Source: an optimization exercise on an open RTL-to-GDS flow (aim: small area, a short achievable clock period and few clock cycles). Production flows keep margins and buffers that such runs may drop.
The RTL was checked by simulation tests, not by an equivalence proof against the original design.
Power figures rest on the tool's default switching activity, not on a simulated workload.

Setup of v6:
==> flow/design.v <==
module RA1SH(Q, CLK, CEN, WEN, A, D, OEN);
output reg [7:0] Q;
input CLK, CEN, WEN, OEN;
input [7:0] A;
input [7:0] D;
reg [7:0] mem [0:255];
always @(posedge CLK) begin
	if (!CEN) begin
		if (!WEN) mem[A] <= D;
		else Q <= mem[A];
	end
end
endmodule
module MS(
	rst_n,
	clk,
	in_valid,
	maze,
	player_x,
	player_y,
	prize_x_1,
	prize_y_1,
	prize_x_2,
	prize_y_2,
	prize_x_3,
	prize_y_3,
	out_valid,
	out_x,
	out_y
);
input rst_n, clk, in_valid;
input [14:0] maze;
input [3:0] player_x, player_y;
input [3:0] prize_x_1, prize_y_1;
input [3:0] prize_x_2, prize_y_2;
input [3:0] prize_x_3, prize_y_3;
output reg out_valid;
output reg [3:0] out_x, out_y;
localparam ST_IDLE  = 3'd0,
           ST_LOAD  = 3'd1,
           ST_INJ   = 3'd2,
           ST_FLOOD = 3'd3,
           ST_CHASE = 3'd4,
           ST_WAIT  = 3'd5;
reg [2:0] st;
reg [3:0] cnt;
reg       ivr;      
reg [2:0] remc;     
reg [2:0] pend;     
reg       clrf;     
reg       ij;
reg [3:0] jx, jy;   
reg [3:0] sx, sy;   
reg [5:0] ci;       
reg [7:0] cr, cc;   
reg [3:0] qx1, qy1, qx2, qy2, qx3, qy3;
reg       wpop;     
reg [3:0] wx, wy;
reg [1:0] wd;
reg [2:0] fm [0:7];
reg [2:0] wp, rp;
reg [3:0] fc;
reg [55:0] hw, vw;
wire [6:0] hrow = ~{maze[13], maze[11], maze[9], maze[7], maze[5], maze[3], maze[1]};
wire [7:0] vrow = ~{maze[14], maze[12], maze[10], maze[8], maze[6], maze[4], maze[2], maze[0]};
wire idl = (st == ST_IDLE) || (st == ST_WAIT);
wire ldh = (idl && !ivr) || (st == ST_LOAD && !cnt[0]);
wire ldv = idl || (st == ST_LOAD && cnt[0]);
always @(posedge clk) begin
	if (ldh) hw <= {hrow, hw[55:7]};
	if (ldv) vw <= {vrow, vw[55:8]};
end
wire [2:0] pfirst = pend[0] ? 3'b001 : pend[1] ? 3'b010 : 3'b100;
wire pgo = (st == ST_INJ) || (st == ST_LOAD && cnt >= 4'd11);
wire s_hp = jx[0];
wire s_vp = jy[0];
wire s_nd = ~jx[0] & ~jy[0];
wire [7:0] ca = 8'b1 << jx[3:1];
wire [7:0] ra = 8'b1 << jy[3:1];
wire [7:0] cb = s_hp ? {ca[6:0], 1'b0} : (s_vp ? ca : 8'b0);
wire [7:0] rb = s_vp ? {ra[6:0], 1'b0} : ra;
reg [63:0] R, E, D0, D1;
genvar gi, gj;
generate
for (gj = 0; gj < 8; gj = gj + 1) begin : row
	for (gi = 0; gi < 8; gi = gi + 1) begin : col
		localparam integer N = gj * 8 + gi;
		wire nr = (gi < 7) ? (hw[(gj*7+gi) % 56]    & R[(N+1) % 64]) : 1'b0;
		wire nl = (gi > 0) ? (hw[(gj*7+gi+55) % 56] & R[(N+63) % 64]) : 1'b0;
		wire nd = (gj < 7) ? (vw[(gj*8+gi) % 56]    & R[(N+8) % 64]) : 1'b0;
		wire nu = (gj > 0) ? (vw[(gj*8+gi+48) % 56] & R[(N+56) % 64]) : 1'b0;
		wire er = (gi < 7) ? (hw[(gj*7+gi) % 56]    & E[(N+1) % 64]) : 1'b0;
		wire el = (gi > 0) ? (hw[(gj*7+gi+55) % 56] & E[(N+63) % 64]) : 1'b0;
		wire ed = (gj < 7) ? (vw[(gj*8+gi) % 56]    & E[(N+8) % 64]) : 1'b0;
		wire eu = (gj > 0) ? (vw[(gj*8+gi+48) % 56] & E[(N+56) % 64]) : 1'b0;
		wire anye = er | el | ed | eu;
		wire anyn = nr | nl | nd | nu;
		wire sr = anye ? er : nr;
		wire sl = anye ? el : nl;
		wire sd = anye ? ed : nd;
		wire nax = ~(sr | sl);
		wire nng = nax ? ~sd : sl;
		wire isA = ca[gi] & ra[gj];
		wire isB = cb[gi] & rb[gj];
		wire Rb = R[N] & ~clrf_j;
		wire Eb = E[N] & ~clrf_j;
		always @(posedge clk) begin
			R[N] <= ij ? (Rb | isA | isB) : (R[N] | anyn);
			E[N] <= ij ? (Eb | (isA & s_nd)) : (R[N] | anye);
			if (ij ? ((isA | isB) & ~s_nd & ~Rb) : ~R[N]) begin
				D0[N] <= ij ? s_vp : nax;
				D1[N] <= ij ? isB : nng;
			end
		end
	end
end
endgenerate
reg clrf_j;
function sel64;    
	input [63:0] v;
	input [7:0] r, c;
	integer j;
	begin
		sel64 = 1'b0;
		for (j = 0; j < 8; j = j + 1)
			sel64 = sel64 | (r[j] & |(v[j*8 +: 8] & c));
	end
endfunction
wire s_pv = sy[0];
wire s_node = ~sx[0] & ~sy[0];
wire [5:0] ciB = {sy[3:1] + {2'b00, sy[0]}, sx[3:1] + {2'b00, sx[0]}};
wire [7:0] crB = s_pv ? {cr[6:0], 1'b0} : cr;
wire [7:0] ccB = s_pv ? cc : {cc[6:0], 1'b0};
wire sRA = sel64(R, cr, cc);
wire sEA = sel64(E, cr, cc);
wire sRB = sel64(R, crB, ccB);
wire goA = sRA & (~sRB | sEA);
wire sdet = ~ij & (s_node ? sRA : (sRA | sRB));
wire [1:0] cd = {sel64(D0, cr, cc), sel64(D1, cr, cc)};
wire [2:0] cxp = cd[0] ? ci[2:0] - 3'd1 : ci[2:0] + 3'd1;
wire [2:0] cyp = cd[0] ? ci[5:3] - 3'd1 : ci[5:3] + 3'd1;
wire [5:0] cnext = cd[1] ? {cyp, ci[2:0]} : {ci[5:3], cxp};
function [1:0] pend_at;    
	input [5:0] n;
	input [3:0] x, y;
	begin
		pend_at[1] = ~x[0] & ~y[0] & (n == {y[3:1], x[3:1]});
		pend_at[0] = (x[0] | y[0]) & ((n == {y[3:1], x[3:1]}) ||
		             (n == {y[3:1] + {2'b00, y[0]}, x[3:1] + {2'b00, x[0]}}));
	end
endfunction
wire [1:0] e1 = pend_at(ci, qx1, qy1);
wire [1:0] e2 = pend_at(ci, qx2, qy2);
wire [1:0] e3 = pend_at(ci, qx3, qy3);
wire [2:0] fnode = remc & {e3[1], e2[1], e1[1]};
wire [2:0] fpass = remc & {e3[0], e2[0], e1[0]};
wire fpass_any = ~(|fnode) & (|fpass);
wire [2:0] fid = (|fnode) ? fnode : fpass;
wire found = |fid;
wire [2:0] remc_n = remc & ~fid;
function [2:0] first3;
	input [2:0] m;
	first3 = m[0] ? 3'b001 : m[1] ? 3'b010 : m[2] ? 3'b100 : 3'b000;
endfunction
wire [2:0] rw1 = remc & 3'b110, rw2 = remc & 3'b101, rw3 = remc & 3'b011;
wire [2:0] nf1 = first3(rw1), nf2 = first3(rw2), nf3 = first3(rw3);
wire [2:0] nfirst = (fid[0] ? nf1 : 3'b000) | (fid[1] ? nf2 : 3'b000) | (fid[2] ? nf3 : 3'b000);
wire [2:0] npend = remc_n & ~nfirst;
wire [2:0] cxm = ci[2:0] - 3'd1;
wire [2:0] cym = ci[5:3] - 3'd1;
wire hx = fpass_any & ~cd[1];
wire hy = fpass_any & cd[1];
wire [3:0] fx = hx ? (cd[0] ? {cxm, 1'b1} : {ci[2:0], 1'b1}) : {ci[2:0], 1'b0};
wire [3:0] fy = hy ? (cd[0] ? {cym, 1'b1} : {ci[5:3], 1'b1}) : {ci[5:3], 1'b0};
wire full = fc[3];
wire chase = (st == ST_CHASE);
wire c_push = chase & ~(|fnode) & ~full;
wire c_fin = chase & ((|fnode) | ((|fpass) & ~full));
wire d_push = (st == ST_FLOOD) & sdet & ~s_node & ~full;
wire d_go = (st == ST_FLOOD) & sdet & (s_node | ~full);
wire push = c_push | d_push;
wire [2:0] pdat = chase ? {|fpass, cd} : {1'b0, s_pv, goA};
wire w_node = ~wx[0] & ~wy[0];
wire need_pop = w_node | wpop;
wire [2:0] fhead = fm[rp];
wire move = need_pop ? (fc != 4'd0) : 1'b1;
wire pop = move & need_pop;
wire [1:0] mdir = need_pop ? fhead[1:0] : wd;
wire [3:0] xi = wx + 4'd1;
wire [3:0] xd = wx - 4'd1;
wire [3:0] yi = wy + 4'd1;
wire [3:0] yd = wy - 4'd1;
wire [3:0] nx = mdir[1] ? wx : (mdir[0] ? xd : xi);
wire [3:0] ny = mdir[1] ? (mdir[0] ? yd : yi) : wy;
wire start = ivr && idl;
always @(posedge clk) begin
	if (push) fm[wp] <= pdat;
end
always @(posedge clk or negedge rst_n) begin
	if (!rst_n) begin
		st <= ST_IDLE;
		cnt <= 4'd0;
		ivr <= 1'b0;
		remc <= 3'b000;
		pend <= 3'b000;
		clrf <= 1'b0;
		ij <= 1'b0;
		wpop <= 1'b1;
		wp <= 3'd0;
		rp <= 3'd0;
		fc <= 4'd0;
		out_valid <= 1'b0;
	end else begin
		out_valid <= move;
		ivr <= in_valid;
		ij <= 1'b0;
		if (pgo && pend != 3'b000) begin
			ij <= 1'b1;
			pend <= pend & ~pfirst;
			clrf <= 1'b0;
		end
		if (c_fin && remc_n != 3'b000) ij <= 1'b1;
		if (push) wp <= wp + 3'd1;
		if (pop) rp <= rp + 3'd1;
		fc <= fc + {3'b000, push} - {3'b000, pop};
		if (move) wpop <= pop & fhead[2];
		if (start) begin
			st <= ST_LOAD;
			cnt <= 4'd2;
			remc <= 3'b111;
			pend <= 3'b111;
			clrf <= 1'b1;
			wp <= 3'd0;
			rp <= 3'd0;
			fc <= 4'd0;
		end else begin
			case (st)
			ST_LOAD: begin
				cnt <= cnt + 4'd1;
				if (cnt == 4'd2) begin
					out_valid <= 1'b1;
					wpop <= 1'b1;
				end
				if (cnt == 4'd14) st <= ST_FLOOD;
			end
			ST_INJ: begin
				if ((pend & ~pfirst) == 3'b000) st <= ST_FLOOD;
			end
			ST_FLOOD: begin
				if (d_go) st <= ST_CHASE;
			end
			ST_CHASE: begin
				if (c_fin) begin
					remc <= remc_n;
					if (remc_n == 3'b000) st <= ST_WAIT;
					else begin
						pend <= npend;
						clrf <= 1'b0;
						st <= (npend == 3'b000) ? ST_FLOOD : ST_INJ;
					end
				end
			end
			ST_WAIT: ;
			default: st <= ST_IDLE;
			endcase
		end
	end
end
always @(posedge clk) begin
	if (c_fin) begin
		jx <= nfirst[0] ? qx1 : nfirst[1] ? qx2 : qx3;
		jy <= nfirst[0] ? qy1 : nfirst[1] ? qy2 : qy3;
		clrf_j <= 1'b1;
	end else if (pgo) begin
		jx <= pfirst[0] ? qx1 : pfirst[1] ? qx2 : qx3;
		jy <= pfirst[0] ? qy1 : pfirst[1] ? qy2 : qy3;
		clrf_j <= clrf;
	end
	if (st == ST_LOAD) begin
		qx1 <= prize_x_1; qy1 <= prize_y_1;
		qx2 <= prize_x_2; qy2 <= prize_y_2;
		qx3 <= prize_x_3; qy3 <= prize_y_3;
	end
	if (st == ST_LOAD && cnt == 4'd2) begin
		sx <= player_x; sy <= player_y;
		ci <= {player_y[3:1], player_x[3:1]};
		cr <= 8'b1 << player_y[3:1];
		cc <= 8'b1 << player_x[3:1];
	end else if (d_go) begin
		if (!s_node && !goA) begin
			ci <= ciB;
			cr <= crB;
			cc <= ccB;
		end
	end else if (c_push && !(c_fin && !cd[0])) begin
		ci <= cnext;
		if (cd[1]) cr <= cd[0] ? {1'b0, cr[7:1]} : {cr[6:0], 1'b0};
		else       cc <= cd[0] ? {1'b0, cc[7:1]} : {cc[6:0], 1'b0};
	end
	if (c_fin) begin
		sx <= fx; sy <= fy;
	end
	if (st == ST_LOAD && cnt == 4'd2) begin
		wx <= player_x; wy <= player_y;
		out_x <= player_x; out_y <= player_y;
	end else if (move) begin
		wx <= nx; wy <= ny;
		wd <= mdir;
		out_x <= nx; out_y <= ny;
	end else begin
		out_x <= 4'd0; out_y <= 4'd0;
	end
end
endmodule
clock: 12.0 ns
lec_check: 0
cap_margin: 20
core_margin: 2
core_utilization: 40
slew_margin: 20
synth_memory_max_bits: 8192
standard.sh (not shown) runs the stock make flow with config.mk's settings and CLKGATE_MAP_FILE= SYNTH_SCRIPT=/design/flow/synth_recipe.tcl, a recipe that flattens the netlist after the stock synthesis.
==> flow/flow/run.sh <==
#!/bin/bash
# The standard layout (synthesis unchanged), with timing repair aiming
# for a larger setup margin than the default flow settings allow. The full
# output of the make run (yosys, openroad, klayout) goes to standard.log;
# each ORFS step also keeps its own log under orfs/logs.
set -euo pipefail
bash standard.sh SETUP_SLACK_MARGIN=8.5 finish > standard.log 2>&1
Testbench counts of v6, summed over its fixed seeds: cycles 6,323.
Input-level comparison between v7 and v6:
--- a/flow/design.v
+++ b/flow/design.v
@@ -57,10 +57,9 @@
 reg       wpop;     
 reg [3:0] wx, wy;
 reg [1:0] wd;
 reg [2:0] fm [0:7];
-reg [2:0] wp, rp;
-reg [3:0] fc;
+reg [3:0] wp, rp;   
 reg [55:0] hw, vw;
 wire [6:0] hrow = ~{maze[13], maze[11], maze[9], maze[7], maze[5], maze[3], maze[1]};
 wire [7:0] vrow = ~{maze[14], maze[12], maze[10], maze[8], maze[6], maze[4], maze[2], maze[0]};
 wire idl = (st == ST_IDLE) || (st == ST_WAIT);
@@ -171,9 +170,10 @@
 wire hx = fpass_any & ~cd[1];
 wire hy = fpass_any & cd[1];
 wire [3:0] fx = hx ? (cd[0] ? {cxm, 1'b1} : {ci[2:0], 1'b1}) : {ci[2:0], 1'b0};
 wire [3:0] fy = hy ? (cd[0] ? {cym, 1'b1} : {ci[5:3], 1'b1}) : {ci[5:3], 1'b0};
-wire full = fc[3];
+wire full = (wp[2:0] == rp[2:0]) & (wp[3] ^ rp[3]);
+wire empty = (wp == rp);
 wire chase = (st == ST_CHASE);
 wire c_push = chase & ~(|fnode) & ~full;
 wire c_fin = chase & ((|fnode) | ((|fpass) & ~full));
 wire d_push = (st == ST_FLOOD) & sdet & ~s_node & ~full;
@@ -181,10 +181,10 @@
 wire push = c_push | d_push;
 wire [2:0] pdat = chase ? {|fpass, cd} : {1'b0, s_pv, goA};
 wire w_node = ~wx[0] & ~wy[0];
 wire need_pop = w_node | wpop;
-wire [2:0] fhead = fm[rp];
-wire move = need_pop ? (fc != 4'd0) : 1'b1;
+wire [2:0] fhead = fm[rp[2:0]];
+wire move = need_pop ? ~empty : 1'b1;
 wire pop = move & need_pop;
 wire [1:0] mdir = need_pop ? fhead[1:0] : wd;
 wire [3:0] xi = wx + 4'd1;
 wire [3:0] xd = wx - 4'd1;
@@ -193,9 +193,9 @@
 wire [3:0] nx = mdir[1] ? wx : (mdir[0] ? xd : xi);
 wire [3:0] ny = mdir[1] ? (mdir[0] ? yd : yi) : wy;
 wire start = ivr && idl;
 always @(posedge clk) begin
-	if (push) fm[wp] <= pdat;
+	if (push) fm[wp[2:0]] <= pdat;
 end
 always @(posedge clk or negedge rst_n) begin
 	if (!rst_n) begin
 		st <= ST_IDLE;
@@ -205,11 +205,10 @@
 		pend <= 3'b000;
 		clrf <= 1'b0;
 		ij <= 1'b0;
 		wpop <= 1'b1;
-		wp <= 3'd0;
-		rp <= 3'd0;
-		fc <= 4'd0;
+		wp <= 4'd0;
+		rp <= 4'd0;
 		out_valid <= 1'b0;
 	end else begin
 		out_valid <= move;
 		ivr <= in_valid;
@@ -219,21 +218,19 @@
 			pend <= pend & ~pfirst;
 			clrf <= 1'b0;
 		end
 		if (c_fin && remc_n != 3'b000) ij <= 1'b1;
-		if (push) wp <= wp + 3'd1;
-		if (pop) rp <= rp + 3'd1;
-		fc <= fc + {3'b000, push} - {3'b000, pop};
+		if (push) wp <= wp + 4'd1;
+		if (pop) rp <= rp + 4'd1;
 		if (move) wpop <= pop & fhead[2];
 		if (start) begin
 			st <= ST_LOAD;
 			cnt <= 4'd2;
 			remc <= 3'b111;
 			pend <= 3'b111;
 			clrf <= 1'b1;
-			wp <= 3'd0;
-			rp <= 3'd0;
-			fc <= 4'd0;
+			wp <= 4'd0;
+			rp <= 4'd0;
 		end else begin
 			case (st)
 			ST_LOAD: begin
 				cnt <= cnt + 4'd1;
## What came out
| worst slack after detailed placement | v7 vs v6 | worse |. From v6 to v7 the numbers moved as follows: total design power now sits lower, reported sequential group power lower, overall fraction of global-route tracks in use shrank by 1.5 points, part of the cycle the worst path needs has decreased, number of buffers added for setup after CTS decreased by 31 relative to the old numbers. v6 → v7: first-pass GRT wire length -about 4.4%, area of the mapped netlist ~0 delta, total clock sinks -2. For v6 and v7, there was not a single run that failed to finish clean.
Testbench counts of v7, summed over its fixed seeds: cycles 6,323.

==> separate check: timing with driven ports <==
In the flow no input, the clock included, has a driving cell. The finished layouts below were timed again as built, in two steps. Step 1 (the two cells are an assumption about what drives the block):
set clk [get_ports {clk}]
set_driving_cell -lib_cell sky130_fd_sc_hd__clkbuf_16 $clk
set_driving_cell -lib_cell sky130_fd_sc_hd__buf_2 [delete_from_list [all_inputs] $clk]
Step 2 adds t to the input delays and takes it off the output delays; t is the mean of the earliest and latest rising clock arrival at the registers after step 1. Input paths then give back, and output paths get back, about the clock's delay inside the block. a / b / c = ideal / step 1 / step 2; a / b = the first two.
| run | t, ns | slack for setup (ns) | hold WS [ns] | worst slew at a driven data input, ns |
|---|---|---|---|---|
| v6 | 0.700 | 8.354 / 8.354 / 8.076 | 0.498 / 0.498 / 0.498 | 0.08 |
| v7 | 0.696 | 8.486 / 8.422 / 8.063 | 0.499 / 0.499 / 0.499 | 0.11 |
After both steps every run listed still meets setup and hold. The setup slack of v7, which loses most, moves by -0.064 ns with the drivers and by -0.423 ns with both steps.
